Background: an optimization exercise with open tools, aiming at small area and a short achievable clock period. Do not read the settings as production practice. RTL that was checked went through simulation tests only; none was proved equivalent to the original. No activity file was given, so power comes from the tool's default toggle rates.

Setup of before:
// maxpool_new
module maxpool_new(
	input [4:0] stride,
	input  maxpool_enable,
	output reg [18:0] address1 , write_address,
	output reg maxpool_done, patch_end,
	input clk ,
	input reset,
	input [9:0]  w1 ,h1,
	input [4:0] w2,h2,
	output reg [9:0] width,
	output [9:0] height
    );
==> flow/config.mk <==
export PLATFORM = sky130hd
export DESIGN_NAME = maxpool_new
export DESIGN_NICKNAME = maxpool_new
export VERILOG_FILES = /design/flow/design.v
export SDC_FILE = /design/flow/constraint.sdc
export NUM_CORES = 4
export LEC_CHECK = 0
export CAP_MARGIN = 50
export CORE_MARGIN = 2
export CORE_UTILIZATION = 60
export CTS_BUF_LIST = sky130_fd_sc_hd__clkbuf_8
export SLEW_MARGIN = 70
export SYNTH_HIERARCHICAL = 1
==> flow/constraint.sdc <==
create_clock -name core_clock -period 25.0 [get_ports {clk}]
set_input_delay 5.0000 -clock core_clock [delete_from_list [all_inputs] [get_ports {clk}]]
set_output_delay 5.0000 -clock core_clock [all_outputs]
set_load 0.01 [all_outputs]
standard.sh (not shown) runs the stock make flow with config.mk's settings and CLKGATE_MAP_FILE= SYNTH_SCRIPT=/design/flow/synth_recipe.tcl, a recipe that flattens the netlist after the stock synthesis.
==> flow/flow/run.sh <==
#!/bin/bash
# Standard layout, with the port buffers made from buf_1 cells and timing
# repair asked to leave more setup slack than the clock period needs.
export BUFFER_PORTS_ARGS="-buffer_cell sky130_fd_sc_hd__buf_1"
export SETUP_SLACK_MARGIN=18
bash standard.sh > standard.log 2>&1
Relative to before, the following input files were edited for after:
# before
export LEC_CHECK = 0
export CAP_MARGIN = 50
export CORE_MARGIN = 2
export CORE_UTILIZATION = 60
export CTS_BUF_LIST = sky130_fd_sc_hd__clkbuf_8
export SLEW_MARGIN = 70
export SYNTH_HIERARCHICAL = 1
create_clock -name core_clock -period 25.0 [get_ports {clk}]
# after
export LEC_CHECK = 0
export CAP_MARGIN = 50
export CORE_MARGIN = 2
export CORE_UTILIZATION = 40
export CTS_BUF_LIST = sky130_fd_sc_hd__clkbuf_8
export SLEW_MARGIN = 70
export SYNTH_HIERARCHICAL = 1
create_clock -name core_clock -period 25.0 [get_ports {clk}]
--- outcome ---
| tightest hold margin | after vs before | ≈ equal |. after vs before, sum of net half-perimeters after detailed placement went up by about 2.5%. Taking before as the reference, in after maximum frequency grew by 1.5%; post-synthesis simple-gate area fraction shows no meaningful change; multi-input gate share of total cell area went down 0.36 points; clock-cell share of area now smaller; final worst setup slack went up 93 ps. Wire length (after over before): increase, 0.96%. For after, the library cell contributing the largest single delay on the critical path was dfxtp_2, unlike before, where it was dfxtp_1. Against before, cell area in after came out worse.

Setup of maple:
maxpool_new, a different RTL version from the one above (not shown whole).
For scale: about 780 cells after synthesis, roughly 160 flip-flops, about 98 I/O pins, ~0.0084 mm² of cells after synthesis.
Settings: LEC_CHECK=0, CAP_MARGIN=50, CORE_MARGIN=2, CORE_UTILIZATION=40, CTS_BUF_LIST=sky130_fd_sc_hd__clkbuf_8, SLEW_MARGIN=70, SYNTH_HIERARCHICAL=1; clock period 25.0 ns.
==> flow/flow/run.sh <==
#!/bin/bash
# Standard layout, with the port buffers made from buf_1 cells and timing
# repair (gate upsizing and pin swaps only) asked to leave more setup slack
# than the clock period needs.
export BUFFER_PORTS_ARGS="-buffer_cell sky130_fd_sc_hd__buf_1"
export SETUP_SLACK_MARGIN=18.9
export SETUP_MOVE_SEQUENCE="sizeup,swap"
export SKIP_GATE_CLONING=1
bash standard.sh > standard.log 2>&1
### maple -> nickel
diff --git a/flow/flow/run.sh b/flow/flow/run.sh
--- a/flow/flow/run.sh
+++ b/flow/flow/run.sh
@@ -4,5 +4,5 @@
 # than the clock period needs.
 export BUFFER_PORTS_ARGS="-buffer_cell sky130_fd_sc_hd__buf_1"
-export SETUP_SLACK_MARGIN=18.9
+export SETUP_SLACK_MARGIN=18.95
 export SETUP_MOVE_SEQUENCE="sizeup,swap"
 export SKIP_GATE_CLONING=1
## What came out
nickel — relative max-transition margin 2.0 points higher, maple as reference
maple → nickel: wire length of the first global-routing pass has remained practically unchanged; final design utilization was more or less identical; combinational share of power moved up; final cell count without fillers ~0 delta; number of gates given a new drive strength after cts moved up.
Per the comparison of nickel with maple, total power consumption of the routed design shrank by about 4.3%; via count held steady; non-clock buffer count grew by 1.
Compared with maple, nickel shows a net load switching power that is about 4% higher.
The inputs of raven differ from those of nickel as listed below.
==> flow/flow/run.sh <==
#!/bin/bash
# Standard layout, with the port buffers made from buf_1 cells and timing
# repair asked to leave more setup slack than the clock period needs.
export BUFFER_PORTS_ARGS="-buffer_cell sky130_fd_sc_hd__buf_1"
export SETUP_SLACK_MARGIN=18
bash standard.sh > standard.log 2>&1
- Delta (raven minus nickel): power grew by 4.5%; maximum achievable frequency shrank by 1.4%.
- Delta (raven minus nickel): routed wire length level, combinational power moved down, maximum net fanout on the critical path level, clock network power moved up.
- nickel and raven ended up with roughly the same final cell count.
- From nickel to raven the numbers moved as follows: global-route wire length before repair shows no meaningful change, number of post-CTS setup repair buffers shows no meaningful change, final sum of negative setup slack shows no meaningful change.
- Against nickel, raven reports a maximum number of pins on one net before global-route repair that is lower.
- For nickel, the capture point of the worst path was height[0], unlike raven, where it was height[7].

maxpool_new, a different RTL version from the one above (not shown whole).
Size in the first run: ~170 flip-flops, about 98 I/O pins.
==> flow/config.mk <==
export PLATFORM = sky130hd
export DESIGN_NAME = maxpool_new
export DESIGN_NICKNAME = maxpool_new
export VERILOG_FILES = /design/flow/design.v
export SDC_FILE = /design/flow/constraint.sdc
export NUM_CORES = 4
export LEC_CHECK = 0
export CAP_MARGIN = 50
export CORE_MARGIN = 2
export CORE_UTILIZATION = 40
export CTS_BUF_LIST = sky130_fd_sc_hd__clkbuf_4 sky130_fd_sc_hd__clkbuf_8
export SLEW_MARGIN = 70
export SYNTH_HIERARCHICAL = 1
==> flow/constraint.sdc <==
create_clock -name core_clock -period 25.0 [get_ports {clk}]
set_input_delay 5.0000 -clock core_clock [delete_from_list [all_inputs] [get_ports {clk}]]
set_output_delay 5.0000 -clock core_clock [all_outputs]
set_load 0.01 [all_outputs]
==> flow/flow/run.sh <==
#!/bin/bash
# Standard layout, with the port buffers made from buf_1 cells and timing
# repair asked to leave more setup slack than the clock period needs.
export BUFFER_PORTS_ARGS="-buffer_cell sky130_fd_sc_hd__buf_1"
export SETUP_SLACK_MARGIN=18
bash standard.sh > standard.log 2>&1
Rerun with:
CAP_MARGIN = 70   (was 50)
CTS_BUF_LIST = sky130_fd_sc_hd__clkbuf_8   (was sky130_fd_sc_hd__clkbuf_4 sky130_fd_sc_hd__clkbuf_8)
SLEW_MARGIN = 85   (was 70)
Sequential share of layout area goes down by 2.1 points.
Setup slack gets worse by 0.27 ns.
Count of clock-buffer cells in the layout goes down by 1.
Worst hold slack stays flat.
Clock skew goes up by 0.0050 ns.
Utilization goes up by 3.6 points.
Via count goes up by 3.2%.
Clock power stays flat.
Power goes up by 2.0%.
Routed wire length goes up by 3.6%.
Rerun with:
CAP_MARGIN = 20   (was 70)
SLEW_MARGIN = 20   (was 85)
What happened: The new run completed without violations. Power shrinks by 3.0%. Global-route usage shrinks by 0.21 points. Cell area shrinks by 8.4%. Via count shrinks by 4.1%. Register-to-register slack improves by 0.09 ns. First-iteration DRC count shrinks by 17%. Setup slack degrades by 0.31 ns. Synthesized cell count does not change. Cell count shrinks by 3.7%. Die area stays the same. Combinational power shrinks by 15%.
No functional check of the RTL was part of any run of this note.

build 29:
Another version of the RTL of maxpool_new (not shown whole).
Size in the first run: roughly 1,600 cells after synthesis, roughly 170 flip-flops, roughly 98 I/O pins, ~12,000 um^2 of cells after synthesis.
==> flow/design.v (excerpt) <==
module maxpool_new(
	input [4:0] stride,
	input  maxpool_enable,
	output reg [18:0] address1 , write_address,
	output reg maxpool_done, patch_end,
	input clk ,
	input reset,
	input [9:0]  w1 ,h1,
	input [4:0] w2,h2,
	output [9:0] width, height
    );
Settings: LEC_CHECK=0, ABC_AREA=1, CAP_MARGIN=50, CORE_MARGIN=2, CORE_UTILIZATION=40, SLEW_MARGIN=70, SYNTH_HIERARCHICAL=1; clock period 25.0 ns.
run.sh (not shown) runs the stock make flow with config.mk's settings and CLKGATE_MAP_FILE= SYNTH_SCRIPT=/design/flow/synth_recipe.tcl, a recipe that flattens the netlist after the stock synthesis.
Stock flow here: none of the scripts above is used.
Build 29 has completed all stages; timing, DRC and antenna checks passed.
Input changes introduced in build 94 (baseline for comparison: build 29):
Settings: ABC_AREA no longer set, was 1.
==> flow/flow/run.sh (new file) <==
#!/bin/bash
# Standard layout, with the port buffers made from buf_2 cells and timing
# repair asked to leave more setup slack than the clock period needs.
cp standard.sh standard_copy.txt
export BUFFER_PORTS_ARGS="-buffer_cell sky130_fd_sc_hd__buf_2"
export SETUP_SLACK_MARGIN=18
bash standard.sh > standard.log 2>&1
==> flow/standard.sh (new file) <==
#!/bin/bash
# synth_recipe.tcl (not shown) runs the flow's synth.tcl, then flattens the netlist and writes it again
# the make line also repeats each setting of config.mk as NAME=value (left out here)
make -C /OpenROAD-flow-scripts/flow DESIGN_CONFIG=/design/flow/config.mk WORK_HOME=/design/flow/orfs CLKGATE_MAP_FILE= SYNTH_SCRIPT=/design/flow/synth_recipe.tcl "${@:-finish}"
removed: flow/run.sh
## What came out
Least setup slack across all paths after layout on build 94 is ahead of build 29. Combinational share of power: build 94 < build 29. Taking build 29 as the reference, in build 94 met2 capacity usage during global routing now smaller, remaining max-slew budget at the tightest pin -0.86 points, clock network fraction of total power rose 0.7 points. Going from build 29 to build 94, horizontal extent of the die decreased 2.3%; fmax has increased.
## Diff of input files: build 3 against build 94
==> flow/run.sh (new file) <==
#!/bin/bash
# synth_recipe.tcl (not shown) runs the flow's synth.tcl, then flattens the netlist and writes it again
# the make line also repeats each setting of config.mk as NAME=value (left out here)
make -C /OpenROAD-flow-scripts/flow DESIGN_CONFIG=/design/flow/config.mk WORK_HOME=/design/flow/orfs CLKGATE_MAP_FILE= SYNTH_SCRIPT=/design/flow/synth_recipe.tcl finish
removed: flow/flow/run.sh
removed: flow/standard.sh
## What came out
- Build 3 vs build 94: share of the cycle needed by the critical path after routing up
- Hold slack (higher): build 94
- Critical path depth in cells (higher): build 94
- On build 3: sequential share of layout area is 1.3 points lower than what build 94 gave.
- On register-to-register slack: build 3 sits below build 94.
No run of this note included a check of the RTL's function; only the layout flow was run.

The RTL this note starts from:
==> flow/design.v <==
module maxpool_new(
	input [4:0] stride,
	input  maxpool_enable,
	output reg [18:0] address1 , write_address,
	output reg maxpool_done, patch_end,
	input clk ,
	input reset,
	input [9:0]  w1 ,h1,
	input [4:0] w2,h2,
	output [9:0] width, height
    );
reg [9:0] w1r;
reg [4:0] w2m1, h2m1, sr;
reg [4:0]  hi, vi;       
reg [9:0]  Hn;           
reg [18:0] R;            
reg [18:0] N;            
reg [9:0]  Vrem;         
reg [9:0]  qw;           
reg [4:0]  rw;           
reg        wvalid;       
reg [9:0]  qh;           
reg [4:0]  rh;           
assign width  = wvalid ? qw : 10'd0;
assign height = maxpool_done ? qh : 10'd0;
wire [18:0] a_d, wa_d, R_d, N_d;
wire [4:0]  hi_d, vi_d, rw_d, rh_d;
wire [9:0]  Hn_d, Vrem_d, qw_d, qh_d;
wire        done_d, pe_d, wv_d;
wire        ce_run, ce_pe, ce_vi, ce_pend, ce_w, ce_row, ce_ncap;
maxpool_next nx (
	.reset(reset), .en(maxpool_enable), .stride(stride), .h1(h1),
	.w1r(w1r), .w2m1(w2m1), .h2m1(h2m1), .sr(sr),
	.address1(address1), .write_address(write_address), .maxpool_done(maxpool_done),
	.hi(hi), .vi(vi), .Hn(Hn), .R(R), .N(N), .Vrem(Vrem),
	.qw(qw), .rw(rw), .wvalid(wvalid), .qh(qh), .rh(rh),
	.a_d(a_d), .wa_d(wa_d), .R_d(R_d), .N_d(N_d),
	.hi_d(hi_d), .vi_d(vi_d), .rw_d(rw_d), .rh_d(rh_d),
	.Hn_d(Hn_d), .Vrem_d(Vrem_d), .qw_d(qw_d), .qh_d(qh_d),
	.done_d(done_d), .pe_d(pe_d), .wv_d(wv_d),
	.ce_run(ce_run), .ce_pe(ce_pe), .ce_vi(ce_vi), .ce_pend(ce_pend),
	.ce_w(ce_w), .ce_row(ce_row), .ce_ncap(ce_ncap)
);
always @(posedge clk) begin
	w1r  <= w1;
	w2m1 <= w2 - 5'd1;
	h2m1 <= h2 - 5'd1;
	sr   <= stride;
end
always @(posedge clk) begin
	if (ce_run) begin
		address1 <= a_d;
		hi <= hi_d;
		maxpool_done <= done_d;
	end
	if (ce_pe) patch_end <= pe_d;
	if (ce_vi) vi <= vi_d;
	if (ce_pend) begin
		write_address <= wa_d;
		Hn <= Hn_d;
	end
	if (ce_w) begin
		qw <= qw_d;
		rw <= rw_d;
	end
	if (ce_row) begin
		R <= R_d;
		Vrem <= Vrem_d;
		qh <= qh_d;
		rh <= rh_d;
		wvalid <= wv_d;
	end
	if (ce_ncap) N <= N_d;
end
endmodule
module maxpool_next(
	input        reset, en,
	input [4:0]  stride,
	input [9:0]  h1,
	input [9:0]  w1r,
	input [4:0]  w2m1, h2m1, sr,
	input [18:0] address1, write_address,
	input        maxpool_done,
	input [4:0]  hi, vi,
	input [9:0]  Hn,
	input [18:0] R, N,
	input [9:0]  Vrem,
	input [9:0]  qw,
	input [4:0]  rw,
	input        wvalid,
	input [9:0]  qh,
	input [4:0]  rh,
	output [18:0] a_d, wa_d, R_d, N_d,
	output [4:0]  hi_d, vi_d, rw_d, rh_d,
	output [9:0]  Hn_d, Vrem_d, qw_d, qh_d,
	output        done_d, pe_d, wv_d,
	output        ce_run, ce_pe, ce_vi, ce_pend, ce_w, ce_row, ce_ncap
);
wire [9:0]  D1      = w1r - {5'd0, w2m1};          
wire        wrap    = (hi == w2m1);
wire        vlast   = (vi == h2m1);
wire        pend    = wrap & vlast;
wire        lastwin = (Hn >= D1);                  
wire        rowend  = pend & lastwin;
wire [4:0]  vi1     = vi + 5'd1;
wire        firstw  = (Hn == {5'd0, sr});          
wire [18:0] a_step  = address1 + (wrap ? {9'd0, D1} : 19'd1);
wire [18:0] r_sum   = R + {9'd0, Hn};
wire        ncap    = wrap & (vi1 == sr) & firstw;
wire run = en & ~maxpool_done;
assign ce_run  = reset | run;
assign ce_pe   = reset | en;
assign ce_vi   = reset | run & wrap;
assign ce_pend = reset | run & pend;
assign ce_w    = reset | run & pend & ~wvalid;
assign ce_row  = reset | run & rowend;
assign ce_ncap = run & ncap;
wire [18:0] Rn  = ncap ? a_step : N;
wire [18:0] a_n = rowend ? Rn : pend ? r_sum : a_step;
wire [5:0]  rw_t  = {1'b0, rw} + {1'b0, sr};
wire        rw_ge = (rw_t > {1'b0, w2m1});
wire [5:0]  rh_t  = {1'b0, rh} + {1'b0, sr};
wire        rh_ge = (rh_t > {1'b0, h2m1});
wire done_n = rowend ? (Vrem == {5'd0, sr})
                     : (wrap & ~vlast & firstw & ({5'd0, vi1} == Vrem));
assign N_d    = a_step;
assign a_d    = reset ? 19'd0 : a_n;
assign R_d    = reset ? 19'd0 : Rn;
assign wa_d   = reset ? 19'd0 : write_address + 19'd1;
assign hi_d   = reset ? 5'd0 : wrap ? 5'd0 : hi + 5'd1;
assign vi_d   = reset ? 5'd0 : vlast ? 5'd0 : vi1;
assign Hn_d   = reset ? {5'd0, stride} : lastwin ? {5'd0, sr} : Hn + {5'd0, sr};
assign Vrem_d = reset ? h1 : Vrem - {5'd0, sr};
assign rw_d   = reset ? 5'd0 : rw_ge ? rw_t[4:0] - w2m1 - 5'd1 : rw_t[4:0];
assign qw_d   = reset ? 10'd0 : qw + {9'd0, rw_ge};
assign rh_d   = reset ? 5'd0 : rh_ge ? rh_t[4:0] - h2m1 - 5'd1 : rh_t[4:0];
assign qh_d   = reset ? 10'd0 : qh + {9'd0, rh_ge};
assign done_d = ~reset & done_n;
assign pe_d   = ~reset & ~maxpool_done & pend;
assign wv_d   = ~reset;
endmodule
export LEC_CHECK = 0
export CAP_MARGIN = 20
export CORE_MARGIN = 2
export CORE_UTILIZATION = 40
export SLEW_MARGIN = 20
export SYNTH_HIERARCHICAL = 1
create_clock -name core_clock -period 25.0 [get_ports {clk}]
Stock flow here: none of the scripts above is used.
Then changed:
CAP_MARGIN = 50   (was 20)
SLEW_MARGIN = 70   (was 20)
The new run completed without violations.
Maximum frequency is higher by 13%.
Via count is about the same.
Worst hold slack is better by 3.9 ps.
Die area does not change.
No functional check of the RTL was part of any run of this note.

static timing again, ports no longer ideal:
No port has a modelled driver above. Below, the same layouts with a new extraction and two added sets of constraints. Step 1, drivers: a clkbuf_16 drives clk and a buf_2 each remaining input, both assumed. Step 2 adds t to the input delays and takes it off the output delays; t is the mean of the earliest and latest rising clock arrival at the registers after step 1. Input paths then give back, and output paths get back, about the clock's delay inside the block. a / b / c = no drivers / after step 1 / after step 2; a / b = the first two.
run	shift t [ns]	setup slack, ns	hold WS [ns]	worst register clock-pin slew, ns	pins driven straight from the clock port
before	0.486	18.661 / 18.623 / 18.432	0.480 / 0.480 / 0.480	0.09 / 0.09	1
after	0.487	18.755 / 18.712 / 18.381	0.478 / 0.478 / 0.478	0.10 / 0.10	1
maple	0.488	18.861 / 18.819 / 18.519	0.480 / 0.480 / 0.480	0.10 / 0.10	1
nickel	0.498	18.848 / 18.810 / 18.540	0.475 / 0.475 / 0.475	0.10 / 0.10	1
raven	0.498	18.761 / 18.721 / 18.295	0.475 / 0.475 / 0.475	0.10 / 0.10	1
the first run of note 3	0.502	18.928 / 18.882 / 18.499	0.474 / 0.474 / 0.474	0.10 / 0.10	1
the second run of note 3	0.502	18.660 / 18.682 / 18.180	0.473 / 0.473 / 0.473	0.10 / 0.10	1
the third run of note 3	0.498	18.347 / 18.358 / 17.859	0.473 / 0.473 / 0.473	0.10 / 0.10	1
build 29	0.479	18.219 / 18.172 / 18.299	0.665 / 0.665 / 0.665	0.07 / 0.07	1
build 94	0.480	18.632 / 18.582 / 18.407	0.651 / 0.651 / 0.651	0.07 / 0.07	1
build 3	0.482	18.262 / 18.214 / 18.185	0.627 / 0.627 / 0.627	0.08 / 0.08	1
the first run of note 5	0.475	17.401 / 17.420 / 16.945	0.603 / 0.603 / 0.603	0.07 / 0.07	1
the second run of note 5	0.474	18.246 / 18.237 / 17.783	0.607 / 0.607 / 0.607	0.07 / 0.07	1
After both steps setup and hold are still met in every run listed. The setup slack of the third run of note 3, which loses most, moves by +0.011 ns with the drivers and by -0.488 ns with both steps.
